Background: an optimization exercise with open tools, aiming at small area, a short achievable clock period and few clock cycles per item. Do not read the settings as production practice. RTL that was checked went through simulation tests only; none was proved equivalent to the original. Only the layout flow was run in run 2; the RTL was not checked for function there.

==> flow/design.v, too long to show whole: its modules and the start of the top module <==
// module logarithm: 1048 lines
module logarithm #(
	parameter n = 16,
	parameter m = 24,
	parameter k = 5 ,
	parameter p = 24
) (
	input        clk  ,  
	input        reset,  
	input        start,
	input  [0:n] x    ,
	output [1:p] y    ,
	output       done
);
  // ...
==> flow/run.sh <==
#!/bin/bash
# synth_recipe.tcl (not shown) runs the flow's synth.tcl, then flattens the netlist and writes it again
# the make line also repeats each setting of config.mk as NAME=value (left out here)
make -C /OpenROAD-flow-scripts/flow DESIGN_CONFIG=/design/flow/config.mk WORK_HOME=/design/flow/orfs CLKGATE_MAP_FILE= SYNTH_SCRIPT=/design/flow/synth_recipe.tcl finish
==> flow/config.mk <==
export PLATFORM = sky130hd
export DESIGN_NAME = logarithm
export DESIGN_NICKNAME = logarithm
export VERILOG_FILES = /design/flow/design.v
export SDC_FILE = /design/flow/constraint.sdc
export NUM_CORES = 4
export LEC_CHECK = 0
export CAP_MARGIN = 20
export CORE_MARGIN = 2
export CORE_UTILIZATION = 40
export SLEW_MARGIN = 20
==> flow/constraint.sdc <==
create_clock -name core_clock -period 9.0 [get_ports {clk}]
set_input_delay 1.8000 -clock core_clock [delete_from_list [all_inputs] [get_ports {clk}]]
set_output_delay 1.8000 -clock core_clock [all_outputs]
set_load 0.01 [all_outputs]
==> impl_metrics.yaml, run 1 <==
floorplan:
  die_width_um: 175
  rows: 62
grt:
  gr-total-overflow: 0
  met3_usage: 0.0300
logic_synthesis:
  ys_async_sr_fraction: 0.0204
  synth_mux_area_frac: 0.00695
critical_path:
  cpPeakStageDelay_ns: 0.90
  worst_setup_path_startpoint: "f[8]$_DFF_P_"
  cp.buffers_inverters: 3
  crit_slowest_cell: "sky130_fd_sc_hd__dfxtp_1"
  critical_path.top_delay_family: "adder cells"
  cpMostUsedCell: "sky130_fd_sc_hd__fa_1"
  ff2ff_path_depth: 19
cells_and_area:
  fraction_of_standard_cell_area_in_multi_input_logic: 0.715
  utilization: 0.441
  sh_seq_area: 0.0967
  clock_tree_area_fraction: 0.0117
  non_clock_buffer_count: 67
routing:
  route.detailed.vias_per_inst: 5.17
sta:
  final_setup_slack_of_the_worst_path_ns: 2.14
  fmax_mhz: 146
  worst_clock_skew_ns: 0.0102
  timing.setup.tns_ns: 0
  maxSlewViolCount: 0
clock_tree:
  total_of_hold_buffers_inserted_after_clock_tree_synthesis: 0
outcome:
  outcome: "complete, no violations"
placed_design:
  gp_routability_congestion: 0.897
Testbench counts, summed over its fixed seeds: cycles 41,600, items 1,600.
==> inputs of run 2 (changes only) <==
==> flow/design.v (replaced) <==
module logarithm #(
	parameter n = 16,
	parameter m = 24,
	parameter k = 5 ,
	parameter p = 24
) (
	input        clk  ,  
	input        reset,  
	input        start,
	input  [0:n] x    ,
	output [1:p] y    ,
	output       done
);
	reg  [23:0] f;
	reg  [24:0] r;           
	wire s1;
	wire c2;
	wire s3;
	wire c4;
	wire s5;
	wire c6;
	wire s7;
	wire c8;
	wire s9;
	wire c10;
	wire s11;
	wire c12;
	wire s13;
	wire c14;
	wire s15;
	wire c16;
	wire s17;
	wire c18;
	wire s19;
	wire c20;
	wire s21;
	wire c22;
	wire s23;
	wire c24;
	wire s25;
	wire c26;
	wire s27;
	wire c28;
	wire s29;
	wire c30;
	wire s31;
	wire c32;
	wire s33;
	wire c34;
	wire s35;
	wire c36;
	wire s37;
	wire c38;
	wire s39;
	wire c40;
	wire s41;
	wire c42;
	wire s43;
	wire c44;
	wire s45;
	wire c46;
	wire s47;
	wire c48;
	wire s49;
	wire c50;
	wire s51;
	wire c52;
	wire s53;
	wire c54;
	wire s55;
	wire c56;
	wire s57;
	wire c58;
	wire s59;
	wire c60;
	wire s61;
	wire c62;
	wire s63;
	wire c64;
	wire s65;
	wire c66;
	wire s67;
	wire c68;
	wire s69;
	wire c70;
	wire s71;
	wire c72;
	wire s73;
	wire c74;
	wire s75;
	wire c76;
	wire s77;
	wire c78;
	wire s79;
	wire c80;
	wire s81;
	wire c82;
	wire s83;
	wire c84;
	wire s85;
	wire c86;
	wire s87;
	wire c88;
	wire s89;
	wire c90;
	wire s91;
	wire c92;
	wire s93;
	wire c94;
	wire s95;
	wire c96;
	wire s97;
	wire c98;
	wire s99;
	wire c100;
	wire s101;
	wire c102;
	wire s103;
	wire c104;
	wire s105;
	wire c106;
	wire s107;
	wire c108;
	wire s109;
	wire c110;
	wire s111;
	wire c112;
	wire s113;
	wire c114;
	wire s115;
	wire c116;
	wire s117;
	wire c118;
	wire s119;
	wire c120;
	wire s121;
	wire c122;
	wire s123;
	wire c124;
	wire s125;
	wire c126;
	wire s127;
	wire c128;
	wire s129;
	wire c130;
	wire s131;
	wire c132;
	wire s133;
	wire c134;
	wire s135;
	wire c136;
	wire s137;
	wire c138;
	wire s139;
	wire c140;
	wire s141;
	wire c142;
	wire s143;
	wire c144;
	wire s145;
	wire c146;
	wire s147;
	wire c148;
	wire s149;
	wire c150;
	wire s151;
	wire c152;
	wire s153;
	wire c154;
	wire s155;
	wire c156;
	wire s157;
	wire c158;
	wire s159;
	wire c160;
	wire s161;
	wire c162;
	wire s163;
	wire c164;
	wire s165;
	wire c166;
	wire s167;
	wire c168;
	wire s169;
	wire c170;
	wire s171;
	wire c172;
	wire s173;
	wire c174;
	wire s175;
	wire c176;
	wire s177;
	wire c178;
	wire s179;
	wire c180;
	wire s181;
	wire c182;
	wire s183;
	wire c184;
	wire s185;
	wire c186;
	wire s187;
	wire c188;
	wire s189;
	wire c190;
	wire s191;
	wire c192;
	wire s193;
	wire c194;
	wire s195;
	wire c196;
	wire s197;
	wire c198;
	wire s199;
	wire c200;
	wire s201;
	wire c202;
	wire s203;
	wire c204;
	wire s205;
	wire c206;
	wire s207;
	wire c208;
	wire s209;
	wire c210;
	wire s211;
	wire c212;
	wire s213;
	wire c214;
	wire s215;
	wire c216;
	wire s217;
	wire c218;
	wire s219;
	wire c220;
	wire s221;
	wire c222;
	wire s223;
	wire c224;
	wire s225;
	wire c226;
	wire s227;
	wire c228;
	wire s229;
	wire c230;
	wire s231;
	wire c232;
	wire s233;
	wire c234;
	wire s235;
	wire c236;
	wire s237;
	wire c238;
	wire s239;
	wire c240;
	wire s241;
	wire c242;
	wire s243;
	wire c244;
	wire s245;
	wire c246;
	wire s247;
	wire c248;
	wire s249;
	wire c250;
	wire s251;
	wire c252;
	wire s253;
	wire c254;
	wire s255;
	wire c256;
	wire s257;
	wire c258;
	wire s259;
	wire c260;
	wire s261;
	wire c262;
	wire s263;
	wire c264;
	wire s265;
	wire c266;
	wire s267;
	wire c268;
	wire s269;
	wire c270;
	wire s271;
	wire c272;
	wire s273;
	wire c274;
	wire s275;
	wire c276;
	wire s277;
	wire c278;
	wire s279;
	wire c280;
	wire s281;
	wire c282;
	wire s283;
	wire c284;
	wire s285;
	wire c286;
	wire s287;
	wire c288;
	wire s289;
	wire c290;
	wire s291;
	wire c292;
	wire s293;
	wire c294;
	wire s295;
	wire c296;
	wire s297;
	wire c298;
	wire s299;
	wire c300;
	wire s301;
	wire c302;
	wire s303;
	wire c304;
	wire s305;
	wire c306;
	wire s307;
	wire c308;
	wire s309;
	wire c310;
	wire s311;
	wire c312;
	wire s313;
	wire c314;
	wire s315;
	wire c316;
	wire s317;
	wire c318;
	wire s319;
	wire c320;
	wire s321;
	wire c322;
	wire s323;
	wire c324;
	wire s325;
	wire c326;
	wire s327;
	wire c328;
	wire s329;
	wire c330;
	wire s331;
	wire c332;
	wire s333;
	wire c334;
	wire s335;
	wire c336;
	wire s337;
	wire c338;
	wire s339;
	wire c340;
	wire s341;
	wire c342;
	wire s343;
	wire c344;
	wire s345;
	wire c346;
	wire s347;
	wire c348;
	wire s349;
	wire c350;
	wire s351;
	wire c352;
	wire s353;
	wire c354;
	wire s355;
	wire c356;
	wire s357;
	wire c358;
	wire s359;
	wire c360;
	wire s361;
	wire c362;
	wire s363;
	wire c364;
	wire s365;
	wire c366;
	wire s367;
	wire c368;
	wire s369;
	wire c370;
	wire s371;
	wire c372;
	wire s373;
	wire c374;
	wire s375;
	wire c376;
	wire s377;
	wire c378;
	wire s379;
	wire c380;
	wire s381;
	wire c382;
	wire s383;
	wire c384;
	wire s385;
	wire c386;
	wire s387;
	wire c388;
	wire s389;
	wire c390;
	wire s391;
	wire c392;
	wire s393;
	wire c394;
	wire s395;
	wire c396;
	wire s397;
	wire c398;
	wire s399;
	wire c400;
	wire s401;
	wire c402;
	wire s403;
	wire c404;
	wire s405;
	wire c406;
	wire s407;
	wire c408;
	wire s409;
	wire c410;
	wire s411;
	wire c412;
	wire s413;
	wire c414;
	wire s415;
	wire c416;
	wire s417;
	wire c418;
	wire s419;
	wire c420;
	wire s421;
	wire c422;
	wire s423;
	wire c424;
	wire s425;
	wire c426;
	wire s427;
	wire c428;
	wire s429;
	wire c430;
	wire s431;
	wire c432;
	wire s433;
	wire c434;
	wire s435;
	wire c436;
	wire s437;
	wire c438;
	wire s439;
	wire c440;
	wire s441;
	wire c442;
	wire s443;
	wire c444;
	wire s445;
	wire c446;
	wire s447;
	wire c448;
	wire s449;
	wire c450;
	wire s451;
	wire c452;
	wire s453;
	wire c454;
	wire s455;
	wire c456;
	wire s457;
	wire c458;
	wire s459;
	wire c460;
	wire s461;
	wire c462;
	wire s463;
	wire c464;
	wire s465;
	wire c466;
	wire s467;
	wire c468;
	wire s469;
	wire c470;
	wire s471;
	wire c472;
	wire s473;
	wire c474;
	wire s475;
	wire c476;
	wire s477;
	wire c478;
	wire s479;
	wire c480;
	wire s481;
	wire c482;
	wire s483;
	wire c484;
	wire s485;
	wire c486;
	wire s487;
	wire c488;
	wire s489;
	wire c490;
	wire s491;
	wire c492;
	wire s493;
	wire c494;
	wire s495;
	wire c496;
	wire s497;
	wire c498;
	wire s499;
	wire c500;
	wire s501;
	wire c502;
	wire s503;
	wire c504;
	wire s505;
	wire c506;
	wire pg2;
	wire pt2;
	wire pg4;
	wire pt4;
	wire pg5;
	wire pt5;
	wire pg6;
	wire pt6;
	wire pg7;
	wire pt7;
	wire pg8;
	wire pt8;
	wire pg9;
	wire pt9;
	wire pg10;
	wire pt10;
	wire pg11;
	wire pt11;
	wire pg12;
	wire pt12;
	wire pg13;
	wire pt13;
	wire pg14;
	wire pt14;
	wire pg15;
	wire pt15;
	wire pg16;
	wire pt16;
	wire pg17;
	wire pt17;
	wire pg18;
	wire pt18;
	wire pg19;
	wire pt19;
	wire pg20;
	wire pt20;
	wire pg21;
	wire pt21;
	wire pg22;
	wire pt22;
	wire pg23;
	wire pt23;
	wire pg24;
	wire pt24;
	wire pg25;
	wire pt25;
	wire pg26;
	wire pt26;
	wire pg27;
	wire pt27;
	wire pg28;
	wire pt28;
	wire pg29;
	wire pt29;
	wire pg30;
	wire pt30;
	wire pg31;
	wire pt31;
	wire pg32;
	wire pt32;
	wire pg33;
	wire pt33;
	wire pg34;
	wire pt34;
	wire pg35;
	wire pt35;
	wire pg36;
	wire pt36;
	wire pg37;
	wire pt37;
	wire pg38;
	wire pt38;
	wire pg39;
	wire pt39;
	wire pg40;
	wire pt40;
	wire pg41;
	wire pt41;
	wire pg42;
	wire pt42;
	wire pg43;
	wire pt43;
	wire pg44;
	wire pt44;
	wire pg45;
	wire pt45;
	wire pg46;
	wire pt46;
	wire pg47;
	wire pt47;
	wire cg1;
	wire ct1;
	wire cg2;
	wire ct2;
	wire cg3;
	wire ct3;
	wire cg4;
	wire ct4;
	wire cg5;
	wire ct5;
	wire cg6;
	wire ct6;
	wire cg7;
	wire ct7;
	wire cg8;
	wire ct8;
	wire cg9;
	wire ct9;
	wire cg10;
	wire ct10;
	wire cg11;
	wire ct11;
	wire cg12;
	wire ct12;
	wire cg13;
	wire ct13;
	wire cg14;
	wire ct14;
	wire cg15;
	wire ct15;
	wire cg16;
	wire ct16;
	wire cg17;
	wire ct17;
	wire ci0;
	wire cg18;
	wire ct18;
	wire cg19;
	wire cg20;
	wire cg21;
	wire cg22;
	wire ci1;
	wire cg23;
	wire ci2;
	wire ci3;
	wire cg24;
	wire ct24;
	wire cg25;
	wire cg26;
	wire ct26;
	wire cg27;
	wire ct27;
	wire cg28;
	wire ci4;
	wire ci5;
	wire cg29;
	wire ct29;
	wire cg30;
	wire ct30;
	wire cg31;
	wire cg32;
	wire ct32;
	wire cg33;
	wire ct33;
	wire cg34;
	wire ct34;
	wire cg35;
	wire cg36;
	wire ct36;
	wire cg37;
	wire ct37;
	wire cg38;
	wire cg39;
	wire ct39;
	wire ci6;
	wire ci7;
	wire cg40;
	wire ct40;
	wire cg41;
	wire ct41;
	wire cg42;
	wire ci8;
	wire ci9;
	wire cg43;
	wire ct43;
	wire cg44;
	wire ct44;
	wire cg45;
	wire ct45;
	wire cg46;
	wire cg47;
	wire ct47;
	wire cg48;
	wire ct48;
	wire cg49;
	wire ct49;
	wire cg50;
	wire ct50;
	wire cg51;
	wire ci10;
	wire cg52;
	wire cg53;
	wire ct53;
	wire cg54;
	wire ci11;
	wire ci12;
	wire cg55;
	wire ct55;
	wire cg56;
	wire cg57;
	wire ct57;
	wire cg58;
	wire ct58;
	wire cg59;
	wire cg60;
	wire ct60;
	wire cg61;
	wire cg62;
	wire ct62;
	wire ci13;
	wire ci14;
	wire cg63;
	wire ct63;
	wire cg64;
	wire ci15;
	wire ci16;
	wire cg65;
	wire ct65;
	wire cg66;
	wire ct66;
	wire cg67;
	wire cg68;
	wire ct68;
	wire cg69;
	wire ct69;
	wire cg70;
	wire ct70;
	wire cg71;
	wire ci17;
	wire ci18;
	wire cg72;
	wire ct72;
	wire cg73;
	wire cg74;
	wire ct74;
	wire cg75;
	wire ct75;
	wire cg76;
	wire ci19;
	wire ci20;
	wire cg77;
	wire ct77;
	wire cg78;
	wire ct78;
	wire cg79;
	wire cg80;
	wire ct80;
	wire cg81;
	wire ct81;
	wire cg82;
	wire ct82;
	wire cg83;
	wire cg84;
	wire ct84;
	wire cg85;
	wire ct85;
	wire cg86;
	wire cg87;
	wire ct87;
	wire ci21;
	wire ci22;
	wire cg88;
	wire ct88;
	wire cg89;
	wire ct89;
	wire cg90;
	wire ci23;
	wire ci24;
	wire cg91;
	wire ct91;
	wire cg92;
	wire ct92;
	wire cg93;
	wire ct93;
	wire cg94;
	wire cg95;
	wire ct95;
	wire cg96;
	wire ct96;
	wire cg97;
	wire ct97;
	wire cg98;
	wire ct98;
	wire cg99;
	wire ci25;
	wire cg100;
	wire ct100;
	wire cg101;
	log_xnor us1 (~f[9], ~(f[0] & f[17]), s1);
	log_or uc2 (~f[9], ~(f[0] & f[17]), c2);
	log_xnor us3 (~(f[0] & f[18]), ~(f[1] & f[17]), s3);
	log_or uc4 (~(f[0] & f[18]), ~(f[1] & f[17]), c4);
	log_fa us5 (~f[10], ~(f[0] & f[19]), ~(f[1] & f[18]), s5, c6);
	log_xnor us7 (~(f[2] & f[17]), ~(f[3] & f[16]), s7);
	log_or uc8 (~(f[2] & f[17]), ~(f[3] & f[16]), c8);
	log_fa us9 (~(f[0] & f[20]), ~(f[1] & f[19]), ~(f[2] & f[18]), s9, c10);
	log_xnor us11 (~(f[3] & f[17]), ~(f[4] & f[16]), s11);
	log_or uc12 (~(f[3] & f[17]), ~(f[4] & f[16]), c12);
	log_fa us13 (~f[11], ~(f[0] & f[21]), ~(f[1] & f[20]), s13, c14);
	log_fa us15 (~(f[2] & f[19]), ~(f[3] & f[18]), ~(f[4] & f[17]), s15, c16);
	log_xnor us17 (~(f[5] & f[16]), ~(f[6] & f[15]), s17);
	log_or uc18 (~(f[5] & f[16]), ~(f[6] & f[15]), c18);
	log_fa us19 (~(f[0] & f[22]), ~(f[1] & f[21]), ~(f[2] & f[20]), s19, c20);
	log_fa us21 (~(f[3] & f[19]), ~(f[4] & f[18]), ~(f[5] & f[17]), s21, c22);
	log_xnor us23 (~(f[6] & f[16]), ~(f[7] & f[15]), s23);
	log_or uc24 (~(f[6] & f[16]), ~(f[7] & f[15]), c24);
	log_fa us25 (~f[12], ~(f[0] & f[23]), ~(f[1] & f[22]), s25, c26);
	log_fa us27 (~(f[2] & f[21]), ~(f[3] & f[20]), ~(f[4] & f[19]), s27, c28);
	log_fa us29 (~(f[5] & f[18]), ~(f[6] & f[17]), ~(f[7] & f[16]), s29, c30);
	log_xnor us31 (~(f[8] & f[15]), ~(f[9] & f[14]), s31);
	log_or uc32 (~(f[8] & f[15]), ~(f[9] & f[14]), c32);
	log_fa us33 (~f[0], ~(f[1] & f[23]), ~(f[2] & f[22]), s33, c34);
	log_fa us35 (~(f[3] & f[21]), ~(f[4] & f[20]), ~(f[5] & f[19]), s35, c36);
	log_fa us37 (~(f[6] & f[18]), ~(f[7] & f[17]), ~(f[8] & f[16]), s37, c38);
	log_xnor us39 (~(f[9] & f[15]), ~(f[10] & f[14]), s39);
	log_or uc40 (~(f[9] & f[15]), ~(f[10] & f[14]), c40);
	log_fa us41 (~f[13], ~f[1], ~(f[2] & f[23]), s41, c42);
	log_fa us43 (~(f[3] & f[22]), ~(f[4] & f[21]), ~(f[5] & f[20]), s43, c44);
	log_fa us45 (~(f[6] & f[19]), ~(f[7] & f[18]), ~(f[8] & f[17]), s45, c46);
	log_fa us47 (~(f[9] & f[16]), ~(f[10] & f[15]), ~(f[11] & f[14]), s47, c48);
	log_fa us49 (~f[2], ~(f[3] & f[23]), ~(f[4] & f[22]), s49, c50);
	log_fa us51 (~(f[5] & f[21]), ~(f[6] & f[20]), ~(f[7] & f[19]), s51, c52);
	log_fa us53 (~(f[8] & f[18]), ~(f[9] & f[17]), ~(f[10] & f[16]), s53, c54);
	log_fa us55 (~f[14], ~f[3], ~(f[4] & f[23]), s55, c56);
	log_fa us57 (~(f[5] & f[22]), ~(f[6] & f[21]), ~(f[7] & f[20]), s57, c58);
	log_fa us59 (~(f[8] & f[19]), ~(f[9] & f[18]), ~(f[10] & f[17]), s59, c60);
	log_fa us61 (~f[4], ~(f[5] & f[23]), ~(f[6] & f[22]), s61, c62);
	log_fa us63 (~(f[7] & f[21]), ~(f[8] & f[20]), ~(f[9] & f[19]), s63, c64);
	log_fa us65 (~f[15], ~f[5], ~(f[6] & f[23]), s65, c66);
	log_fa us67 (~(f[7] & f[22]), ~(f[8] & f[21]), ~(f[9] & f[20]), s67, c68);
	log_fa us69 (~f[6], ~(f[7] & f[23]), ~(f[8] & f[22]), s69, c70);
	log_fa us71 (~f[16], ~f[7], ~(f[8] & f[23]), s71, c72);
	log_xnor us73 (~f[6], ~(f[0] & f[11]), s73);
	log_or uc74 (~f[6], ~(f[0] & f[11]), c74);
	log_xnor us75 (~(f[0] & f[12]), ~(f[1] & f[11]), s75);
	log_or uc76 (~(f[0] & f[12]), ~(f[1] & f[11]), c76);
	log_fa us77 (~f[7], ~(f[0] & f[13]), ~(f[1] & f[12]), s77, c78);
	log_xnor us79 (~(f[2] & f[11]), ~(f[3] & f[10]), s79);
	log_or uc80 (~(f[2] & f[11]), ~(f[3] & f[10]), c80);
	log_fa us81 (~(f[0] & f[14]), ~(f[1] & f[13]), ~(f[2] & f[12]), s81, c82);
	log_xnor us83 (~(f[3] & f[11]), ~(f[4] & f[10]), s83);
	log_or uc84 (~(f[3] & f[11]), ~(f[4] & f[10]), c84);
	log_fa us85 (~f[8], ~(f[0] & f[15]), ~(f[1] & f[14]), s85, c86);
	log_fa us87 (~(f[2] & f[13]), ~(f[3] & f[12]), ~(f[4] & f[11]), s87, c88);
	log_xnor us89 (~(f[5] & f[10]), ~(f[6] & f[9]), s89);
	log_or uc90 (~(f[5] & f[10]), ~(f[6] & f[9]), c90);
	log_fa us91 (~(f[0] & f[16]), ~(f[1] & f[15]), ~(f[2] & f[14]), s91, c92);
	log_fa us93 (~(f[3] & f[13]), ~(f[4] & f[12]), ~(f[5] & f[11]), s93, c94);
	log_xnor us95 (~(f[6] & f[10]), ~(f[7] & f[9]), s95);
	log_or uc96 (~(f[6] & f[10]), ~(f[7] & f[9]), c96);
	log_fa us97 (~(f[1] & f[16]), ~(f[2] & f[15]), ~(f[3] & f[14]), s97, c98);
	log_fa us99 (~(f[4] & f[13]), ~(f[5] & f[12]), ~(f[6] & f[11]), s99, c100);
	log_fa us101 (~(f[7] & f[10]), ~(f[8] & f[9]), s1, s101, c102);
	log_fa us103 (~(f[2] & f[16]), ~(f[3] & f[15]), ~(f[4] & f[14]), s103, c104);
	log_fa us105 (~(f[5] & f[13]), ~(f[6] & f[12]), ~(f[7] & f[11]), s105, c106);
	log_fa us107 (~(f[8] & f[10]), c2, s3, s107, c108);
	log_fa us109 (~(f[4] & f[15]), ~(f[5] & f[14]), ~(f[6] & f[13]), s109, c110);
	log_fa us111 (~(f[7] & f[12]), ~(f[8] & f[11]), ~(f[9] & f[10]), s111, c112);
	log_fa us113 (c4, s7, s5, s113, c114);
	log_fa us115 (~(f[5] & f[15]), ~(f[6] & f[14]), ~(f[7] & f[13]), s115, c116);
	log_fa us117 (~(f[8] & f[12]), ~(f[9] & f[11]), c8, s117, c118);
	log_fa us119 (s11, c6, s9, s119, c120);
	log_fa us121 (~(f[7] & f[14]), ~(f[8] & f[13]), ~(f[9] & f[12]), s121, c122);
	log_fa us123 (~(f[10] & f[11]), c12, s17, s123, c124);
	log_fa us125 (c10, s13, s15, s125, c126);
	log_fa us127 (~(f[8] & f[14]), ~(f[9] & f[13]), ~(f[10] & f[12]), s127, c128);
	log_fa us129 (c18, s23, c14, s129, c130);
	log_fa us131 (c16, s19, s21, s131, c132);
	log_fa us133 (~(f[10] & f[13]), ~(f[11] & f[12]), c24, s133, c134);
	log_fa us135 (s31, c20, c22, s135, c136);
	log_fa us137 (s25, s27, s29, s137, c138);
	log_fa us139 (~(f[11] & f[13]), c32, s39, s139, c140);
	log_fa us141 (c26, c28, c30, s141, c142);
	log_fa us143 (s33, s35, s37, s143, c144);
	log_fa us145 (~(f[12] & f[13]), c40, s41, s145, c146);
	log_fa us147 (c34, c36, c38, s147, c148);
	log_fa us149 (s43, s45, s47, s149, c150);
	log_fa us151 (~(f[11] & f[15]), ~(f[12] & f[14]), c42, s151, c152);
	log_fa us153 (c44, c46, c48, s153, c154);
	log_fa us155 (s49, s51, s53, s155, c156);
	log_fa us157 (~(f[11] & f[16]), ~(f[12] & f[15]), ~(f[13] & f[14]), s157, c158);
	log_fa us159 (s55, c50, c52, s159, c160);
	log_fa us161 (c54, s57, s59, s161, c162);
	log_fa us163 (~(f[10] & f[18]), ~(f[11] & f[17]), ~(f[12] & f[16]), s163, c164);
	log_fa us165 (~(f[13] & f[15]), c56, c58, s165, c166);
	log_fa us167 (c60, s61, s63, s167, c168);
	log_fa us169 (~(f[10] & f[19]), ~(f[11] & f[18]), ~(f[12] & f[17]), s169, c170);
	log_fa us171 (~(f[13] & f[16]), ~(f[14] & f[15]), s65, s171, c172);
	log_fa us173 (c62, c64, s67, s173, c174);
	log_fa us175 (~(f[9] & f[21]), ~(f[10] & f[20]), ~(f[11] & f[19]), s175, c176);
	log_fa us177 (~(f[12] & f[18]), ~(f[13] & f[17]), ~(f[14] & f[16]), s177, c178);
	log_fa us179 (c66, c68, s69, s179, c180);
	log_fa us181 (~(f[9] & f[22]), ~(f[10] & f[21]), ~(f[11] & f[20]), s181, c182);
	log_fa us183 (~(f[12] & f[19]), ~(f[13] & f[18]), ~(f[14] & f[17]), s183, c184);
	log_fa us185 (~(f[15] & f[16]), s71, c70, s185, c186);
	log_fa us187 (~f[8], ~(f[9] & f[23]), ~(f[10] & f[22]), s187, c188);
	log_fa us189 (~(f[11] & f[21]), ~(f[12] & f[20]), ~(f[13] & f[19]), s189, c190);
	log_fa us191 (~(f[14] & f[18]), ~(f[15] & f[17]), c72, s191, c192);
	log_fa us193 (~f[17], ~f[9], ~(f[10] & f[23]), s193, c194);
	log_fa us195 (~(f[11] & f[22]), ~(f[12] & f[21]), ~(f[13] & f[20]), s195, c196);
	log_fa us197 (~(f[14] & f[19]), ~(f[15] & f[18]), ~(f[16] & f[17]), s197, c198);
	log_fa us199 (~f[10], ~(f[11] & f[23]), ~(f[12] & f[22]), s199, c200);
	log_fa us201 (~(f[13] & f[21]), ~(f[14] & f[20]), ~(f[15] & f[19]), s201, c202);
	log_fa us203 (~f[18], ~f[11], ~(f[12] & f[23]), s203, c204);
	log_fa us205 (~(f[13] & f[22]), ~(f[14] & f[21]), ~(f[15] & f[20]), s205, c206);
	log_fa us207 (~f[12], ~(f[13] & f[23]), ~(f[14] & f[22]), s207, c208);
	log_fa us209 (~f[19], ~f[13], ~(f[14] & f[23]), s209, c210);
	log_xnor us211 (~f[4], ~(f[0] & f[7]), s211);
	log_or uc212 (~f[4], ~(f[0] & f[7]), c212);
	log_xnor us213 (~(f[0] & f[8]), ~(f[1] & f[7]), s213);
	log_or uc214 (~(f[0] & f[8]), ~(f[1] & f[7]), c214);
	log_fa us215 (~f[5], ~(f[0] & f[9]), ~(f[1] & f[8]), s215, c216);
	log_xnor us217 (~(f[2] & f[7]), ~(f[3] & f[6]), s217);
	log_or uc218 (~(f[2] & f[7]), ~(f[3] & f[6]), c218);
	log_fa us219 (~(f[0] & f[10]), ~(f[1] & f[9]), ~(f[2] & f[8]), s219, c220);
	log_xnor us221 (~(f[3] & f[7]), ~(f[4] & f[6]), s221);
	log_or uc222 (~(f[3] & f[7]), ~(f[4] & f[6]), c222);
	log_fa us223 (~(f[1] & f[10]), ~(f[2] & f[9]), ~(f[3] & f[8]), s223, c224);
	log_fa us225 (~(f[4] & f[7]), ~(f[5] & f[6]), s73, s225, c226);
	log_fa us227 (~(f[2] & f[10]), ~(f[3] & f[9]), ~(f[4] & f[8]), s227, c228);
	log_fa us229 (~(f[5] & f[7]), c74, s75, s229, c230);
	log_fa us231 (~(f[4] & f[9]), ~(f[5] & f[8]), ~(f[6] & f[7]), s231, c232);
	log_fa us233 (c76, s79, s77, s233, c234);
	log_fa us235 (~(f[5] & f[9]), ~(f[6] & f[8]), c80, s235, c236);
	log_fa us237 (s83, c78, s81, s237, c238);
	log_fa us239 (~(f[7] & f[8]), c84, s89, s239, c240);
	log_fa us241 (c82, s85, s87, s241, c242);
	log_fa us243 (c90, s95, c86, s243, c244);
	log_fa us245 (c88, s91, s93, s245, c246);
	log_fa us247 (c96, c92, c94, s247, c248);
	log_fa us249 (s97, s99, s101, s249, c250);
	log_fa us251 (c98, c100, s103, s251, c252);
	log_fa us253 (s105, c102, s107, s253, c254);
	log_fa us255 (c104, c106, s109, s255, c256);
	log_fa us257 (s111, c108, s113, s257, c258);
	log_fa us259 (c110, c112, s115, s259, c260);
	log_fa us261 (s117, s119, c114, s261, c262);
	log_fa us263 (c116, s121, c118, s263, c264);
	log_fa us265 (s123, c120, s125, s265, c266);
	log_fa us267 (c122, s127, c124, s267, c268);
	log_fa us269 (s129, c126, s131, s269, c270);
	log_fa us271 (c128, s133, c130, s271, c272);
	log_fa us273 (s135, c132, s137, s273, c274);
	log_fa us275 (c134, s139, c136, s275, c276);
	log_fa us277 (s141, c138, s143, s277, c278);
	log_fa us279 (c140, s145, c142, s279, c280);
	log_fa us281 (s147, c144, s149, s281, c282);
	log_fa us283 (s151, c146, c148, s283, c284);
	log_fa us285 (s153, c150, s155, s285, c286);
	log_fa us287 (s157, c152, c154, s287, c288);
	log_fa us289 (s159, c156, s161, s289, c290);
	log_fa us291 (c158, s163, c160, s291, c292);
	log_fa us293 (s165, c162, s167, s293, c294);
	log_fa us295 (c164, s169, s171, s295, c296);
	log_fa us297 (c166, s173, c168, s297, c298);
	log_fa us299 (c170, s175, s177, s299, c300);
	log_fa us301 (c172, s179, c174, s301, c302);
	log_fa us303 (c176, c178, s181, s303, c304);
	log_fa us305 (s183, s185, c180, s305, c306);
	log_fa us307 (c182, c184, s187, s307, c308);
	log_fa us309 (s189, s191, c186, s309, c310);
	log_fa us311 (s193, c188, c190, s311, c312);
	log_fa us313 (s195, s197, c192, s313, c314);
	log_fa us315 (~(f[16] & f[18]), c194, c196, s315, c316);
	log_fa us317 (c198, s199, s201, s317, c318);
	log_fa us319 (~(f[16] & f[19]), ~(f[17] & f[18]), s203, s319, c320);
	log_fa us321 (c200, c202, s205, s321, c322);
	log_fa us323 (~(f[15] & f[21]), ~(f[16] & f[20]), ~(f[17] & f[19]), s323, c324);
	log_fa us325 (c204, c206, s207, s325, c326);
	log_fa us327 (~(f[15] & f[22]), ~(f[16] & f[21]), ~(f[17] & f[20]), s327, c328);
	log_fa us329 (~(f[18] & f[19]), s209, c208, s329, c330);
	log_fa us331 (~f[14], ~(f[15] & f[23]), ~(f[16] & f[22]), s331, c332);
	log_fa us333 (~(f[17] & f[21]), ~(f[18] & f[20]), c210, s333, c334);
	log_fa us335 (~f[20], ~f[15], ~(f[16] & f[23]), s335, c336);
	log_fa us337 (~(f[17] & f[22]), ~(f[18] & f[21]), ~(f[19] & f[20]), s337, c338);
	log_fa us339 (~f[16], ~(f[17] & f[23]), ~(f[18] & f[22]), s339, c340);
	log_fa us341 (~f[21], ~f[17], ~(f[18] & f[23]), s341, c342);
	log_xnor us343 (~f[3], ~(f[0] & f[5]), s343);
	log_or uc344 (~f[3], ~(f[0] & f[5]), c344);
	log_xnor us345 (~(f[0] & f[6]), ~(f[1] & f[5]), s345);
	log_or uc346 (~(f[0] & f[6]), ~(f[1] & f[5]), c346);
	log_fa us347 (~(f[1] & f[6]), ~(f[2] & f[5]), ~(f[3] & f[4]), s347, c348);
	log_fa us349 (~(f[2] & f[6]), ~(f[3] & f[5]), c212, s349, c350);
	log_fa us351 (~(f[4] & f[5]), c214, s217, s351, c352);
	log_fa us353 (c218, s221, c216, s353, c354);
	log_fa us355 (c222, c220, s223, s355, c356);
	log_fa us357 (c224, s227, c226, s357, c358);
	log_fa us359 (c228, s231, c230, s359, c360);
	log_fa us361 (c232, s235, s237, s361, c362);
	log_fa us363 (c236, s239, c238, s363, c364);
	log_fa us365 (c240, s243, c242, s365, c366);
	log_fa us367 (c244, s247, c246, s367, c368);
	log_fa us369 (c248, s251, c250, s369, c370);
	log_fa us371 (s255, c252, c254, s371, c372);
	log_fa us373 (s259, c256, c258, s373, c374);
	log_fa us375 (c260, s263, c262, s375, c376);
	log_fa us377 (s267, c264, c266, s377, c378);
	log_fa us379 (c268, s271, c270, s379, c380);
	log_fa us381 (s275, c272, c274, s381, c382);
	log_fa us383 (s279, c276, c278, s383, c384);
	log_fa us385 (c280, s283, c282, s385, c386);
	log_fa us387 (c284, s287, c286, s387, c388);
	log_fa us389 (s291, c288, c290, s389, c390);
	log_fa us391 (s295, c292, s297, s391, c392);
	log_fa us393 (s299, c296, c298, s393, c394);
	log_fa us395 (s303, c300, c302, s395, c396);
	log_fa us397 (s307, c304, s309, s397, c398);
	log_fa us399 (s311, c308, s313, s399, c400);
	log_fa us401 (c312, s315, s317, s401, c402);
	log_fa us403 (s319, c316, s321, s403, c404);
	log_fa us405 (s323, c320, s325, s405, c406);
	log_fa us407 (c324, s327, s329, s407, c408);
	log_fa us409 (c328, s331, s333, s409, c410);
	log_fa us411 (s335, c332, s337, s411, c412);
	log_fa us413 (~(f[19] & f[21]), c336, c338, s413, c414);
	log_fa us415 (~(f[19] & f[22]), ~(f[20] & f[21]), s341, s415, c416);
	log_fa us417 (~f[18], ~(f[19] & f[23]), ~(f[20] & f[22]), s417, c418);
	log_fa us419 (~f[22], ~f[19], ~(f[20] & f[23]), s419, c420);
	log_xnor us421 (~f[2], ~(f[0] & f[3]), s421);
	log_or uc422 (~f[2], ~(f[0] & f[3]), c422);
	log_xnor us423 (~(f[0] & f[4]), ~(f[1] & f[3]), s423);
	log_or uc424 (~(f[0] & f[4]), ~(f[1] & f[3]), c424);
	log_fa us425 (~(f[1] & f[4]), ~(f[2] & f[3]), s343, s425, c426);
	log_fa us427 (~(f[2] & f[4]), c344, s345, s427, c428);
	log_fa us429 (c346, s211, s347, s429, c430);
	log_fa us431 (s213, c348, s349, s431, c432);
	log_fa us433 (s215, c350, s351, s433, c434);
	log_fa us435 (s219, c352, s353, s435, c436);
	log_fa us437 (s225, c354, s355, s437, c438);
	log_fa us439 (s229, c356, s357, s439, c440);
	log_fa us441 (s233, s359, c358, s441, c442);
	log_fa us443 (c234, c360, s361, s443, c444);
	log_fa us445 (s241, s363, c362, s445, c446);
	log_fa us447 (s245, s365, c364, s447, c448);
	log_fa us449 (s249, c366, s367, s449, c450);
	log_fa us451 (s253, c368, s369, s451, c452);
	log_fa us453 (s257, c370, s371, s453, c454);
	log_fa us455 (s261, s373, c372, s455, c456);
	log_fa us457 (s265, c374, s375, s457, c458);
	log_fa us459 (s269, s377, c376, s459, c460);
	log_fa us461 (s273, s379, c378, s461, c462);
	log_fa us463 (s277, s381, c380, s463, c464);
	log_fa us465 (s281, s383, c382, s465, c466);
	log_fa us467 (s285, s385, c384, s467, c468);
	log_fa us469 (s289, c386, s387, s469, c470);
	log_fa us471 (s293, s389, c388, s471, c472);
	log_fa us473 (c294, s391, c390, s473, c474);
	log_fa us475 (s301, s393, c392, s475, c476);
	log_fa us477 (s305, s395, c394, s477, c478);
	log_fa us479 (c306, s397, c396, s479, c480);
	log_fa us481 (c310, s399, c398, s481, c482);
	log_fa us483 (c314, s401, c400, s483, c484);
	log_fa us485 (c318, s403, c402, s485, c486);
	log_fa us487 (c322, s405, c404, s487, c488);
	log_fa us489 (c326, s407, c406, s489, c490);
	log_fa us491 (c330, s409, c408, s491, c492);
	log_fa us493 (c334, s411, c410, s493, c494);
	log_fa us495 (s339, s413, c412, s495, c496);
	log_fa us497 (c340, s415, c414, s497, c498);
	log_fa us499 (c342, s417, c416, s499, c500);
	log_fa us501 (~(f[21] & f[22]), s419, c418, s501, c502);
	log_fa us503 (~f[20], ~(f[21] & f[23]), c420, s503, c504);
	log_fa us505 (~f[23], ~f[21], ~(f[22] & f[23]), s505, c506);
	wire [49:0] ta = {1'b1, ~f[23], c506, c504, c502, c500, c498, c496, c494, c492, c490, c488, c486, c484, c482, c480, c478, c476, c474, c472, c470, c468, c466, c464, c462, c460, c458, c456, c454, c452, c450, c448, c446, c444, c442, c440, c438, c436, c434, c432, c430, c428, c426, c424, c422, s421, ~(f[0] & f[2]), ~f[1], 1'b1, ~f[0]};
	wire [49:0] tb = {1'b1, 1'b1, ~f[22], s505, s503, s501, s499, s497, s495, s493, s491, s489, s487, s485, s483, s481, s479, s477, s475, s473, s471, s469, s467, s465, s463, s461, s459, s457, s455, s453, s451, s449, s447, s445, s443, s441, s439, s437, s435, s433, s431, s429, s427, s425, s423, ~(f[1] & f[2]), 1'b1, ~(f[0] & f[1]), 1'b1, 1'b1};
	wire [49:0] t, cy, pp_;
	log_nor u_pg2 (~f[1], ~(f[0] & f[1]), pg2);
	log_nand u_pt2 (~f[1], ~(f[0] & f[1]), pt2);
	log_nor u_pg4 (s421, ~(f[1] & f[2]), pg4);
	log_nand u_pt4 (s421, ~(f[1] & f[2]), pt4);
	log_nor u_pg5 (c422, s423, pg5);
	log_nand u_pt5 (c422, s423, pt5);
	log_nor u_pg6 (c424, s425, pg6);
	log_nand u_pt6 (c424, s425, pt6);
	log_nor u_pg7 (c426, s427, pg7);
	log_nand u_pt7 (c426, s427, pt7);
	log_nor u_pg8 (c428, s429, pg8);
	log_nand u_pt8 (c428, s429, pt8);
	log_nor u_pg9 (c430, s431, pg9);
	log_nand u_pt9 (c430, s431, pt9);
	log_nor u_pg10 (c432, s433, pg10);
	log_nand u_pt10 (c432, s433, pt10);
	log_nor u_pg11 (c434, s435, pg11);
	log_nand u_pt11 (c434, s435, pt11);
	log_nor u_pg12 (c436, s437, pg12);
	log_nand u_pt12 (c436, s437, pt12);
	log_nor u_pg13 (c438, s439, pg13);
	log_nand u_pt13 (c438, s439, pt13);
	log_nor u_pg14 (c440, s441, pg14);
	log_nand u_pt14 (c440, s441, pt14);
	log_nor u_pg15 (c442, s443, pg15);
	log_nand u_pt15 (c442, s443, pt15);
	log_nor u_pg16 (c444, s445, pg16);
	log_nand u_pt16 (c444, s445, pt16);
	log_nor u_pg17 (c446, s447, pg17);
	log_nand u_pt17 (c446, s447, pt17);
	log_nor u_pg18 (c448, s449, pg18);
	log_nand u_pt18 (c448, s449, pt18);
	log_nor u_pg19 (c450, s451, pg19);
	log_nand u_pt19 (c450, s451, pt19);
	log_nor u_pg20 (c452, s453, pg20);
	log_nand u_pt20 (c452, s453, pt20);
	log_nor u_pg21 (c454, s455, pg21);
	log_nand u_pt21 (c454, s455, pt21);
	log_nor u_pg22 (c456, s457, pg22);
	log_nand u_pt22 (c456, s457, pt22);
	log_nor u_pg23 (c458, s459, pg23);
	log_nand u_pt23 (c458, s459, pt23);
	log_nor u_pg24 (c460, s461, pg24);
	log_nand u_pt24 (c460, s461, pt24);
	log_nor u_pg25 (c462, s463, pg25);
	log_nand u_pt25 (c462, s463, pt25);
	log_nor u_pg26 (c464, s465, pg26);
	log_nand u_pt26 (c464, s465, pt26);
	log_nor u_pg27 (c466, s467, pg27);
	log_nand u_pt27 (c466, s467, pt27);
	log_nor u_pg28 (c468, s469, pg28);
	log_nand u_pt28 (c468, s469, pt28);
	log_nor u_pg29 (c470, s471, pg29);
	log_nand u_pt29 (c470, s471, pt29);
	log_nor u_pg30 (c472, s473, pg30);
	log_nand u_pt30 (c472, s473, pt30);
	log_nor u_pg31 (c474, s475, pg31);
	log_nand u_pt31 (c474, s475, pt31);
	log_nor u_pg32 (c476, s477, pg32);
	log_nand u_pt32 (c476, s477, pt32);
	log_nor u_pg33 (c478, s479, pg33);
	log_nand u_pt33 (c478, s479, pt33);
	log_nor u_pg34 (c480, s481, pg34);
	log_nand u_pt34 (c480, s481, pt34);
	log_nor u_pg35 (c482, s483, pg35);
	log_nand u_pt35 (c482, s483, pt35);
	log_nor u_pg36 (c484, s485, pg36);
	log_nand u_pt36 (c484, s485, pt36);
	log_nor u_pg37 (c486, s487, pg37);
	log_nand u_pt37 (c486, s487, pt37);
	log_nor u_pg38 (c488, s489, pg38);
	log_nand u_pt38 (c488, s489, pt38);
	log_nor u_pg39 (c490, s491, pg39);
	log_nand u_pt39 (c490, s491, pt39);
	log_nor u_pg40 (c492, s493, pg40);
	log_nand u_pt40 (c492, s493, pt40);
	log_nor u_pg41 (c494, s495, pg41);
	log_nand u_pt41 (c494, s495, pt41);
	log_nor u_pg42 (c496, s497, pg42);
	log_nand u_pt42 (c496, s497, pt42);
	log_nor u_pg43 (c498, s499, pg43);
	log_nand u_pt43 (c498, s499, pt43);
	log_nor u_pg44 (c500, s501, pg44);
	log_nand u_pt44 (c500, s501, pt44);
	log_nor u_pg45 (c502, s503, pg45);
	log_nand u_pt45 (c502, s503, pt45);
	log_nor u_pg46 (c504, s505, pg46);
	log_nand u_pt46 (c504, s505, pt46);
	log_nor u_pg47 (c506, ~f[22], pg47);
	log_nand u_pt47 (c506, ~f[22], pt47);
	log_aoi21 u_cg1 (pt23, pg22, pg23, cg1);
	log_nand u_ct1 (pt23, pt22, ct1);
	log_aoi21 u_cg2 (pt21, pg20, pg21, cg2);
	log_nand u_ct2 (pt21, pt20, ct2);
	log_oai21 u_cg3 (ct1, cg2, cg1, cg3);
	log_nor u_ct3 (ct1, ct2, ct3);
	log_aoi21 u_cg4 (pt19, pg18, pg19, cg4);
	log_nand u_ct4 (pt19, pt18, ct4);
	log_aoi21 u_cg5 (pt17, pg16, pg17, cg5);
	log_nand u_ct5 (pt17, pt16, ct5);
	log_oai21 u_cg6 (ct4, cg5, cg4, cg6);
	log_nor u_ct6 (ct4, ct5, ct6);
	log_aoi21 u_cg7 (ct3, cg6, cg3, cg7);
	log_nand u_ct7 (ct3, ct6, ct7);
	log_aoi21 u_cg8 (pt15, pg14, pg15, cg8);
	log_nand u_ct8 (pt15, pt14, ct8);
	log_aoi21 u_cg9 (pt13, pg12, pg13, cg9);
	log_nand u_ct9 (pt13, pt12, ct9);
	log_oai21 u_cg10 (ct8, cg9, cg8, cg10);
	log_nor u_ct10 (ct8, ct9, ct10);
	log_aoi21 u_cg11 (pt11, pg10, pg11, cg11);
	log_nand u_ct11 (pt11, pt10, ct11);
	log_aoi21 u_cg12 (pt9, pg8, pg9, cg12);
	log_nand u_ct12 (pt9, pt8, ct12);
	log_oai21 u_cg13 (ct11, cg12, cg11, cg13);
	log_nor u_ct13 (ct11, ct12, ct13);
	log_aoi21 u_cg14 (ct10, cg13, cg10, cg14);
	log_nand u_ct14 (ct10, ct13, ct14);
	log_aoi21 u_cg15 (pt7, pg6, pg7, cg15);
	log_nand u_ct15 (pt7, pt6, ct15);
	log_aoi21 u_cg16 (pt5, pg4, pg5, cg16);
	log_nand u_ct16 (pt5, pt4, ct16);
	log_oai21 u_cg17 (ct15, cg16, cg15, cg17);
	log_nor u_ct17 (ct15, ct16, ct17);
	log_inv u_ci0 (~(f[0] & f[2]), ci0);
	log_aoi21 u_cg18 (ci0, pg2, 1'b0, cg18);
	log_nand u_ct18 (ci0, pt2, ct18);
	log_aoi21 u_cg19 (1'b0, 1'b0, 1'b0, cg19);
	log_oai21 u_cg20 (ct18, cg19, cg18, cg20);
	log_aoi21 u_cg21 (ct17, cg20, cg17, cg21);
	log_oai21 u_cg22 (ct14, cg21, cg14, cg22);
	log_inv u_ci1 (cg22, ci1);
	log_oai21 u_cg23 (ct7, ci1, cg7, cg23);
	log_inv u_ci2 (cg7, ci2);
	log_inv u_ci3 (ct7, ci3);
	log_aoi21 u_cg24 (pt24, ci2, pg24, cg24);
	log_nand u_ct24 (pt24, ci3, ct24);
	log_oai21 u_cg25 (ct24, ci1, cg24, cg25);
	log_aoi21 u_cg26 (pt25, pg24, pg25, cg26);
	log_nand u_ct26 (pt25, pt24, ct26);
	log_oai21 u_cg27 (ct26, cg7, cg26, cg27);
	log_nor u_ct27 (ct26, ct7, ct27);
	log_aoi21 u_cg28 (ct27, cg22, cg27, cg28);
	log_inv u_ci4 (cg26, ci4);
	log_inv u_ci5 (ct26, ci5);
	log_aoi21 u_cg29 (pt26, ci4, pg26, cg29);
	log_nand u_ct29 (pt26, ci5, ct29);
	log_oai21 u_cg30 (ct29, cg7, cg29, cg30);
	log_nor u_ct30 (ct29, ct7, ct30);
	log_aoi21 u_cg31 (ct30, cg22, cg30, cg31);
	log_aoi21 u_cg32 (pt27, pg26, pg27, cg32);
	log_nand u_ct32 (pt27, pt26, ct32);
	log_oai21 u_cg33 (ct32, cg26, cg32, cg33);
	log_nor u_ct33 (ct32, ct26, ct33);
	log_aoi21 u_cg34 (ct33, ci2, cg33, cg34);
	log_nand u_ct34 (ct33, ci3, ct34);
	log_oai21 u_cg35 (ct34, ci1, cg34, cg35);
	log_aoi21 u_cg36 (pt28, cg33, pg28, cg36);
	log_nand u_ct36 (pt28, ct33, ct36);
	log_oai21 u_cg37 (ct36, cg7, cg36, cg37);
	log_nor u_ct37 (ct36, ct7, ct37);
	log_aoi21 u_cg38 (ct37, cg22, cg37, cg38);
	log_aoi21 u_cg39 (pt29, pg28, pg29, cg39);
	log_nand u_ct39 (pt29, pt28, ct39);
	log_inv u_ci6 (cg33, ci6);
	log_inv u_ci7 (ct33, ci7);
	log_oai21 u_cg40 (ct39, ci6, cg39, cg40);
	log_nor u_ct40 (ct39, ci7, ct40);
	log_aoi21 u_cg41 (ct40, ci2, cg40, cg41);
	log_nand u_ct41 (ct40, ci3, ct41);
	log_oai21 u_cg42 (ct41, ci1, cg41, cg42);
	log_inv u_ci8 (cg39, ci8);
	log_inv u_ci9 (ct39, ci9);
	log_aoi21 u_cg43 (pt30, ci8, pg30, cg43);
	log_nand u_ct43 (pt30, ci9, ct43);
	log_oai21 u_cg44 (ct43, ci6, cg43, cg44);
	log_nor u_ct44 (ct43, ci7, ct44);
	log_aoi21 u_cg45 (ct44, ci2, cg44, cg45);
	log_nand u_ct45 (ct44, ci3, ct45);
	log_oai21 u_cg46 (ct45, ci1, cg45, cg46);
	log_aoi21 u_cg47 (pt31, pg30, pg31, cg47);
	log_nand u_ct47 (pt31, pt30, ct47);
	log_oai21 u_cg48 (ct47, cg39, cg47, cg48);
	log_nor u_ct48 (ct47, ct39, ct48);
	log_aoi21 u_cg49 (ct48, cg33, cg48, cg49);
	log_nand u_ct49 (ct48, ct33, ct49);
	log_oai21 u_cg50 (ct49, cg7, cg49, cg50);
	log_nor u_ct50 (ct49, ct7, ct50);
	log_aoi21 u_cg51 (ct50, cg22, cg50, cg51);
	log_inv u_ci10 (cg51, ci10);
	log_aoi21 u_cg52 (pt32, ci10, pg32, cg52);
	log_aoi21 u_cg53 (pt33, pg32, pg33, cg53);
	log_nand u_ct53 (pt33, pt32, ct53);
	log_oai21 u_cg54 (ct53, cg51, cg53, cg54);
	log_inv u_ci11 (cg53, ci11);
	log_inv u_ci12 (ct53, ci12);
	log_aoi21 u_cg55 (pt34, ci11, pg34, cg55);
	log_nand u_ct55 (pt34, ci12, ct55);
	log_oai21 u_cg56 (ct55, cg51, cg55, cg56);
	log_aoi21 u_cg57 (pt35, pg34, pg35, cg57);
	log_nand u_ct57 (pt35, pt34, ct57);
	log_oai21 u_cg58 (ct57, cg53, cg57, cg58);
	log_nor u_ct58 (ct57, ct53, ct58);
	log_aoi21 u_cg59 (ct58, ci10, cg58, cg59);
	log_aoi21 u_cg60 (pt36, cg58, pg36, cg60);
	log_nand u_ct60 (pt36, ct58, ct60);
	log_oai21 u_cg61 (ct60, cg51, cg60, cg61);
	log_aoi21 u_cg62 (pt37, pg36, pg37, cg62);
	log_nand u_ct62 (pt37, pt36, ct62);
	log_inv u_ci13 (cg58, ci13);
	log_inv u_ci14 (ct58, ci14);
	log_oai21 u_cg63 (ct62, ci13, cg62, cg63);
	log_nor u_ct63 (ct62, ci14, ct63);
	log_aoi21 u_cg64 (ct63, ci10, cg63, cg64);
	log_inv u_ci15 (cg62, ci15);
	log_inv u_ci16 (ct62, ci16);
	log_aoi21 u_cg65 (pt38, ci15, pg38, cg65);
	log_nand u_ct65 (pt38, ci16, ct65);
	log_oai21 u_cg66 (ct65, ci13, cg65, cg66);
	log_nor u_ct66 (ct65, ci14, ct66);
	log_aoi21 u_cg67 (ct66, ci10, cg66, cg67);
	log_aoi21 u_cg68 (pt39, pg38, pg39, cg68);
	log_nand u_ct68 (pt39, pt38, ct68);
	log_oai21 u_cg69 (ct68, cg62, cg68, cg69);
	log_nor u_ct69 (ct68, ct62, ct69);
	log_aoi21 u_cg70 (ct69, cg58, cg69, cg70);
	log_nand u_ct70 (ct69, ct58, ct70);
	log_oai21 u_cg71 (ct70, cg51, cg70, cg71);
	log_inv u_ci17 (cg70, ci17);
	log_inv u_ci18 (ct70, ci18);
	log_aoi21 u_cg72 (pt40, ci17, pg40, cg72);
	log_nand u_ct72 (pt40, ci18, ct72);
	log_oai21 u_cg73 (ct72, cg51, cg72, cg73);
	log_aoi21 u_cg74 (pt41, pg40, pg41, cg74);
	log_nand u_ct74 (pt41, pt40, ct74);
	log_oai21 u_cg75 (ct74, cg70, cg74, cg75);
	log_nor u_ct75 (ct74, ct70, ct75);
	log_aoi21 u_cg76 (ct75, ci10, cg75, cg76);
	log_inv u_ci19 (cg74, ci19);
	log_inv u_ci20 (ct74, ci20);
	log_aoi21 u_cg77 (pt42, ci19, pg42, cg77);
	log_nand u_ct77 (pt42, ci20, ct77);
	log_oai21 u_cg78 (ct77, cg70, cg77, cg78);
	log_nor u_ct78 (ct77, ct70, ct78);
	log_aoi21 u_cg79 (ct78, ci10, cg78, cg79);
	log_aoi21 u_cg80 (pt43, pg42, pg43, cg80);
	log_nand u_ct80 (pt43, pt42, ct80);
	log_oai21 u_cg81 (ct80, cg74, cg80, cg81);
	log_nor u_ct81 (ct80, ct74, ct81);
	log_aoi21 u_cg82 (ct81, ci17, cg81, cg82);
	log_nand u_ct82 (ct81, ci18, ct82);
	log_oai21 u_cg83 (ct82, cg51, cg82, cg83);
	log_aoi21 u_cg84 (pt44, cg81, pg44, cg84);
	log_nand u_ct84 (pt44, ct81, ct84);
	log_oai21 u_cg85 (ct84, cg70, cg84, cg85);
	log_nor u_ct85 (ct84, ct70, ct85);
	log_aoi21 u_cg86 (ct85, ci10, cg85, cg86);
	log_aoi21 u_cg87 (pt45, pg44, pg45, cg87);
	log_nand u_ct87 (pt45, pt44, ct87);
	log_inv u_ci21 (cg81, ci21);
	log_inv u_ci22 (ct81, ci22);
	log_oai21 u_cg88 (ct87, ci21, cg87, cg88);
	log_nor u_ct88 (ct87, ci22, ct88);
	log_aoi21 u_cg89 (ct88, ci17, cg88, cg89);
	log_nand u_ct89 (ct88, ci18, ct89);
	log_oai21 u_cg90 (ct89, cg51, cg89, cg90);
	log_inv u_ci23 (cg87, ci23);
	log_inv u_ci24 (ct87, ci24);
	log_aoi21 u_cg91 (pt46, ci23, pg46, cg91);
	log_nand u_ct91 (pt46, ci24, ct91);
	log_oai21 u_cg92 (ct91, ci21, cg91, cg92);
	log_nor u_ct92 (ct91, ci22, ct92);
	log_aoi21 u_cg93 (ct92, ci17, cg92, cg93);
	log_nand u_ct93 (ct92, ci18, ct93);
	log_oai21 u_cg94 (ct93, cg51, cg93, cg94);
	log_aoi21 u_cg95 (pt47, pg46, pg47, cg95);
	log_nand u_ct95 (pt47, pt46, ct95);
	log_oai21 u_cg96 (ct95, cg87, cg95, cg96);
	log_nor u_ct96 (ct95, ct87, ct96);
	log_aoi21 u_cg97 (ct96, cg81, cg96, cg97);
	log_nand u_ct97 (ct96, ct81, ct97);
	log_oai21 u_cg98 (ct97, cg70, cg97, cg98);
	log_nor u_ct98 (ct97, ct70, ct98);
	log_aoi21 u_cg99 (ct98, ci10, cg98, cg99);
	log_inv u_ci25 (~f[23], ci25);
	log_aoi21 u_cg100 (ci25, cg98, 1'b0, cg100);
	log_nand u_ct100 (ci25, ct98, ct100);
	log_oai21 u_cg101 (ct100, cg51, cg100, cg101);
	assign cy[24] = cg23;
	assign cy[25] = cg25;
	assign cy[26] = ~cg28;
	assign cy[27] = ~cg31;
	assign cy[28] = cg35;
	assign cy[29] = ~cg38;
	assign cy[30] = cg42;
	assign cy[31] = cg46;
	assign cy[32] = ~cg51;
	assign cy[33] = ~cg52;
	assign cy[34] = cg54;
	assign cy[35] = cg56;
	assign cy[36] = ~cg59;
	assign cy[37] = cg61;
	assign cy[38] = ~cg64;
	assign cy[39] = ~cg67;
	assign cy[40] = cg71;
	assign cy[41] = cg73;
	assign cy[42] = ~cg76;
	assign cy[43] = ~cg79;
	assign cy[44] = cg83;
	assign cy[45] = ~cg86;
	assign cy[46] = cg90;
	assign cy[47] = cg94;
	assign cy[48] = ~cg99;
	assign cy[49] = cg101;
	assign pp_[24] = c460 ^ s461;
	assign pp_[25] = c462 ^ s463;
	assign pp_[26] = c464 ^ s465;
	assign pp_[27] = c466 ^ s467;
	assign pp_[28] = c468 ^ s469;
	assign pp_[29] = c470 ^ s471;
	assign pp_[30] = c472 ^ s473;
	assign pp_[31] = c474 ^ s475;
	assign pp_[32] = c476 ^ s477;
	assign pp_[33] = c478 ^ s479;
	assign pp_[34] = c480 ^ s481;
	assign pp_[35] = c482 ^ s483;
	assign pp_[36] = c484 ^ s485;
	assign pp_[37] = c486 ^ s487;
	assign pp_[38] = c488 ^ s489;
	assign pp_[39] = c490 ^ s491;
	assign pp_[40] = c492 ^ s493;
	assign pp_[41] = c494 ^ s495;
	assign pp_[42] = c496 ^ s497;
	assign pp_[43] = c498 ^ s499;
	assign pp_[44] = c500 ^ s501;
	assign pp_[45] = c502 ^ s503;
	assign pp_[46] = c504 ^ s505;
	assign pp_[47] = c506 ^ ~f[22];
	assign pp_[48] = ~~f[23];
	assign pp_[49] = 1'b0;
	assign t[49:24] = pp_[49:24] ^ cy[49:24];
	assign t[23:0] = 24'd0;
	wire [25:0] s  = t[49:24];
	wire        b  = f >= 24'd6949351;
	wire [23:0] fn = b ? {s[25], s[23:1]} : s[23:0];
	always @(posedge clk)
		f <= r[24] ? {x[1:n], {(m-n){1'b0}}} : fn;
	always @(posedge clk or negedge reset) begin
		if (~reset)
			r[24] <= 1'b1;
		else if (start | ~r[24])
			r[24] <= start ? 1'b0 : r[23];
	end
	always @(posedge clk) begin
		if (start | ~r[24])
			r[23:0] <= start ? 24'd1 : {r[22:0], b & x[0]};
	end
	assign done = r[24];
	assign y    = r[23:0];
endmodule
module log_fa (input a, input b, input c, output s, output co);
	assign s  = a ^ b ^ c;
	assign co = (a & b) | (a & c) | (b & c);
endmodule
module log_xor (input a, input b, output y);
	assign y = a ^ b;
endmodule
module log_maj (input a, input b, input c, output y);
	assign y = (a & b) | (a & c) | (b & c);
endmodule
module log_nand (input a, input b, output y);
	assign y = ~(a & b);
endmodule
module log_nor (input a, input b, output y);
	assign y = ~(a | b);
endmodule
module log_inv (input a, output y);
	assign y = ~a;
endmodule
module log_aoi21 (input a, input b, input c, output y);
	assign y = ~((a & b) | c);
endmodule
module log_oai21 (input a, input b, input c, output y);
	assign y = ~((a | b) & c);
endmodule
module log_xnor (input a, input b, output y);
	assign y = ~(a ^ b);
endmodule
module log_or (input a, input b, output y);
	assign y = a | b;
endmodule
==> flow/config.mk (replaced) <==
export PLATFORM = sky130hd
export DESIGN_NAME = logarithm
export DESIGN_NICKNAME = logarithm
export VERILOG_FILES = /design/flow/design.v
export SDC_FILE = /design/flow/constraint.sdc
export NUM_CORES = 4
export LEC_CHECK = 0
export CAP_MARGIN = 20
export CORE_MARGIN = 2
export CORE_UTILIZATION = 40
export SETUP_SLACK_MARGIN = 3.5
export SLEW_MARGIN = 60
export SYNTH_HIERARCHICAL = 1
export SYNTH_MINIMUM_KEEP_SIZE = 0
==> run 2 against run 1 <==
- synthesized cell count is 14% lower
- register-to-register slack better by 1.5 ns
- utilization grew 5.9 points
- cell area is 0.47% lower
- wire length increased by 0.64%
- synthesized area is 12% lower
- flip-flop and latch count is the same
- critical path type unchanged
==> impl_metrics.yaml, run 2 <==
outcome:
  outcome: "complete, no violations"
placed_design:
  gp_routability_congestion: 0.845
  dpl_cell_area_mm2: 0.0111
  hpwl_um: 21000
  numPlacedInstances: 1487
  placement.io_buffers: 44
cells_and_area:
  area_growth_pct: 22.3
  layout_common_cells: "sky130_fd_sc_hd__nand2_1, sky130_fd_sc_hd__fa_1, sky130_fd_sc_hd__nor2_1, sky130_fd_sc_hd__xnor2_1, sky130_fd_sc_hd__buf_4"
  reg_top3: "r: 25 flops, f: 24 flops"
  final_cell_area_mm2: 0.0126
  mostFrequentLayoutCell: "sky130_fd_sc_hd__nand2_1"
  number_of_nets_in_the_final_layout: 1490
  utilization: 0.500
  layoutNonFillerInstCount: 1570
  num_antenna_cells: 0
  largest-register: "r"
  final_layout_size_suffix_gt1_frac: 0.198
  number_of_flip_flops_in_the_largest_register: 25
logic_synthesis:
  synthDominantAreaCellType: "sky130_fd_sc_hd__fa_1"
  synthesized_area_fraction_occupied_by_xor_and_xnor_cells: 0.0593
  synth_compound_gate_area_share: 0.107
  synthTopCellsByArea: "sky130_fd_sc_hd__fa_1, sky130_fd_sc_hd__nand2_1, sky130_fd_sc_hd__edfxtp_1, sky130_fd_sc_hd__a21oi_2, sky130_fd_sc_hd__xnor2_1"
  synth_mux_area_frac: 0.00145
  ys.flop_type: "sky130_fd_sc_hd__edfxtp_1"
  ys_async_sr_fraction: 0.0204
  synth_common_cells: "sky130_fd_sc_hd__nand2_1, sky130_fd_sc_hd__fa_1, sky130_fd_sc_hd__nor2_1, sky130_fd_sc_hd__a21oi_2, sky130_fd_sc_hd__clkbuf_1"
  simple_gate_share_of_the_synthesized_area: 0.213
  syn_area_per_cell_um2: 8.90
  ys_seq_elements: 49
  synth-edff-count: 24
  post-synth-top-count-cell: "sky130_fd_sc_hd__nand2_1"
  synth-adder-area-share: 0.448
  synth_largest_type_area_fraction: 0.448
  synthesis.instances: 1161
  mappedNetlistArea_mm2: 0.0103
  fraction_of_the_yosys_area_taken_by_sequential_cells: 0.119
  synth_top_family_by_area: "adder cells"
  synth.distinct_cells: 50
  yosys_warnings: 7
sta:
  worst_clock_skew_ns: 0.00811
  min_period_over_period: 0.598
  hold_slack_ns: 0.539
  slew_headroom: 0.644
  rsz0062_at_grt: "false"
  timing.setup.tns_ns: 0
  maxSlewViolCount: 0
  worstMarginPinSlew_ns: 0.532
  period_minus_slack_ns: 5.39
  final_setup_violation_count: 0
  timing.final.hold_violations: 0
  fmax_mhz: 186
grt:
  wire_length_of_the_first_global_routing_pass_um: 44600
  grtUsageTotal: 0.214
  maximum_number_of_pins_on_one_net_before_global_route_repair: 36
  vias_in_the_first_global_route: 8407
  gr-total-overflow: 0
  antenna_found_initial: 0
clock_tree:
  cts-buffers-inserted: 5
  cts_root_buffer: "sky130_fd_sc_hd__clkbuf_16"
  cts_tree: "done"
  ctsHtreeMaxLevel: 2
  clock-sinks: 49
  clk-insertion-delay-late_ns: 0.29
  cts_buffer_depth: 2
  clkSlewWorstSetupHoldPaths_ns: 0.07
critical_path:
  timing.critical_path.fanout_max: 13
  worstSetupPathType: "reg2reg"
  worst_ep_arrival_time_ns: 5.57
  start_kind: "flop"
  critPathCaptureType: "flop"
  worstPathRequired_ns: 9.19
routing:
  dr_total_vias: 8530
  wirelength_um: 31700
  drtPass1Iterations: 5
  detail-route-antenna-nets: 0
  route.detailed.vias_per_inst: 5.43
  wire_per_inst_um: 20.2
  drcViolationCount: 0
  drt-initial-drc-count: 697
floorplan:
  die_h_um: 165
  start_util: 0.409
  rows: 58
  fp.coreArea_mm2: 0.0253
  floorplan.io_pins: 45
  die_width_um: 165
  die_area_mm2: 0.0271
worst_hold_path:
  worstHoldPathType: "reg2reg"
flow_run:
  total_of_max_cap_violations: 0
run 2: cell count changes after synthesis, sizes merged, moves of 10 or more:
cell    previous run  this run
ha                77         0
and2             118         2
buf                3        20
nand4             15         0
xnor2             13        58
inv              305        53
a21o              19         2
o21ai             21        48
a21oi             53        70
nand2            166       375
nor2              70        88
o211ai            10         0
or2                0        22
run 2: cells by family (layout without fill, tap and decap cells):
kind of cell,Yosys count,after routing
compound gates,144,144
xor+xnor,70,70
fa+ha+maj,231,231
buf+inv,132,207
flops,49,49
mux,1,1
other cells,1,5
simple gates,533,533
run 2: worst paths after layout:
kind	from	end	slack, ns	cells after the start
worst max-delay path	f[11]$_DFF_P_	f[11]$_DFF_P_	3.61	20
worst min-delay path	r[23]$_SDFFCE_PP0P_	r[24]$_DFFE_PN1P_	0.54	2
worst max register to register	f[11]$_DFF_P_	f[11]$_DFF_P_	3.61	20
worst min register to register	r[23]$_SDFFCE_PP0P_	r[24]$_DFFE_PN1P_	0.54	2
max in group asynchronous	reset	r[24]$_DFFE_PN1P_	7.17	1
min in group asynchronous	reset	r[24]$_DFFE_PN1P_	1.81	1
run 2: layout make-up:
cell class                      instances  area [µm²]
Fill cell                            2341       12600
Multi-Input combinational cell        984        8710
Timing Repair Buffer                  146        1820
Sequential cell                        49        1320
Tap cell                              330         413
Inverter                               53         233
Clock buffer                            7         133
Clock inverter                          1        7.51
run 2: critical path, stage by stage, from the launching register on:
cell                         delay, ns
sky130_fd_sc_hd__dfxtp_4          0.40
sky130_fd_sc_hd__buf_12           0.16
sky130_fd_sc_hd__clkinvlp_4       0.11
sky130_fd_sc_hd__fa_1             0.58
sky130_fd_sc_hd__fa_1             0.46
sky130_fd_sc_hd__fa_1             0.39
sky130_fd_sc_hd__fa_1             0.47
sky130_fd_sc_hd__fa_1             0.55
sky130_fd_sc_hd__nand2_1          0.20
sky130_fd_sc_hd__nand2_1          0.16
sky130_fd_sc_hd__nor2_4           0.15
sky130_fd_sc_hd__nand2_1          0.11
sky130_fd_sc_hd__o21ai_2          0.18
sky130_fd_sc_hd__a21oi_4          0.05
sky130_fd_sc_hd__buf_12           0.16
sky130_fd_sc_hd__buf_12           0.13
sky130_fd_sc_hd__buf_4            0.15
sky130_fd_sc_hd__o21ai_1          0.17
sky130_fd_sc_hd__xor2_1           0.22
sky130_fd_sc_hd__xnor2_1          0.15
sky130_fd_sc_hd__a311oi_1         0.30
run 2: timing repair:
| action | CTS | global route |
|---|---|---|
| gates resized for setup | 32 | 111 |
| pin swaps | 1 | 28 |
| endpoints found under the hold margin | 0 | 0 |
| hold buffers | 0 | 0 |
| setup endpoints to repair | 15 | 16 |
| cloned | 1 | 17 |
| buffers inserted | 7 | 50 |
run 2: per-stage QoR:
| stage | setup WS, ns |
|---|---|
| floorplan | 3.51 |
| global placement | 2.78 |
| detailed placement | 3.05 |
| CTS | 3.50 |
| global route | 3.45 |
| finish | 3.61 |
run 2: layer usage:
layer  global-route usage  up-vias  wire (µm)
li1                     -     3770          -
met1                0.286     4338      12700
met2                0.373      372      15900
met3               0.0259       50       2330
met4               0.0462        0        798
met5                    0        -          0
run 2: Yosys stat by module, one instance, submodules excluded, a selection:
module     copies in the design  cells  flops+latches  area [µm²]
log_nand                     91      1              0        3.75
log_fa                      231      1              0        20.0
log_oai21                    41      1              0        5.00
log_aoi21                    59      1              0        8.76
log_xnor                     22      1              0        8.76
log_or                       22      1              0        6.26
logarithm                     1    599             49        3950

==> static timing again, ports no longer ideal <==
No port has a modelled driver above. Below, the same layouts with a new extraction and two added sets of constraints. Step 1 assumes that a clkbuf_16 drives the clock port and a buf_2 every other input. Step 2 also shifts input and output timing later by t, the mid clock arrival at the registers, as if the neighbouring blocks saw the same clock. Three values: ideal, step 1, step 2; two values: the first two.
run | shift t [ns] | setup WS [ns] | hold WS [ns] | latest minus earliest clock arrival (ns) | pins driven straight from the clock port
run 1 | 0.329 | 2.139 / 2.139 / 2.139 | 0.536 / 0.536 / 0.536 | 0.010 / 0.010 | 1
run 2 | 0.312 | 3.615 / 3.615 / 3.615 | 0.539 / 0.539 / 0.539 | 0.008 / 0.008 | 1
After both steps setup and hold are still met in every run listed.
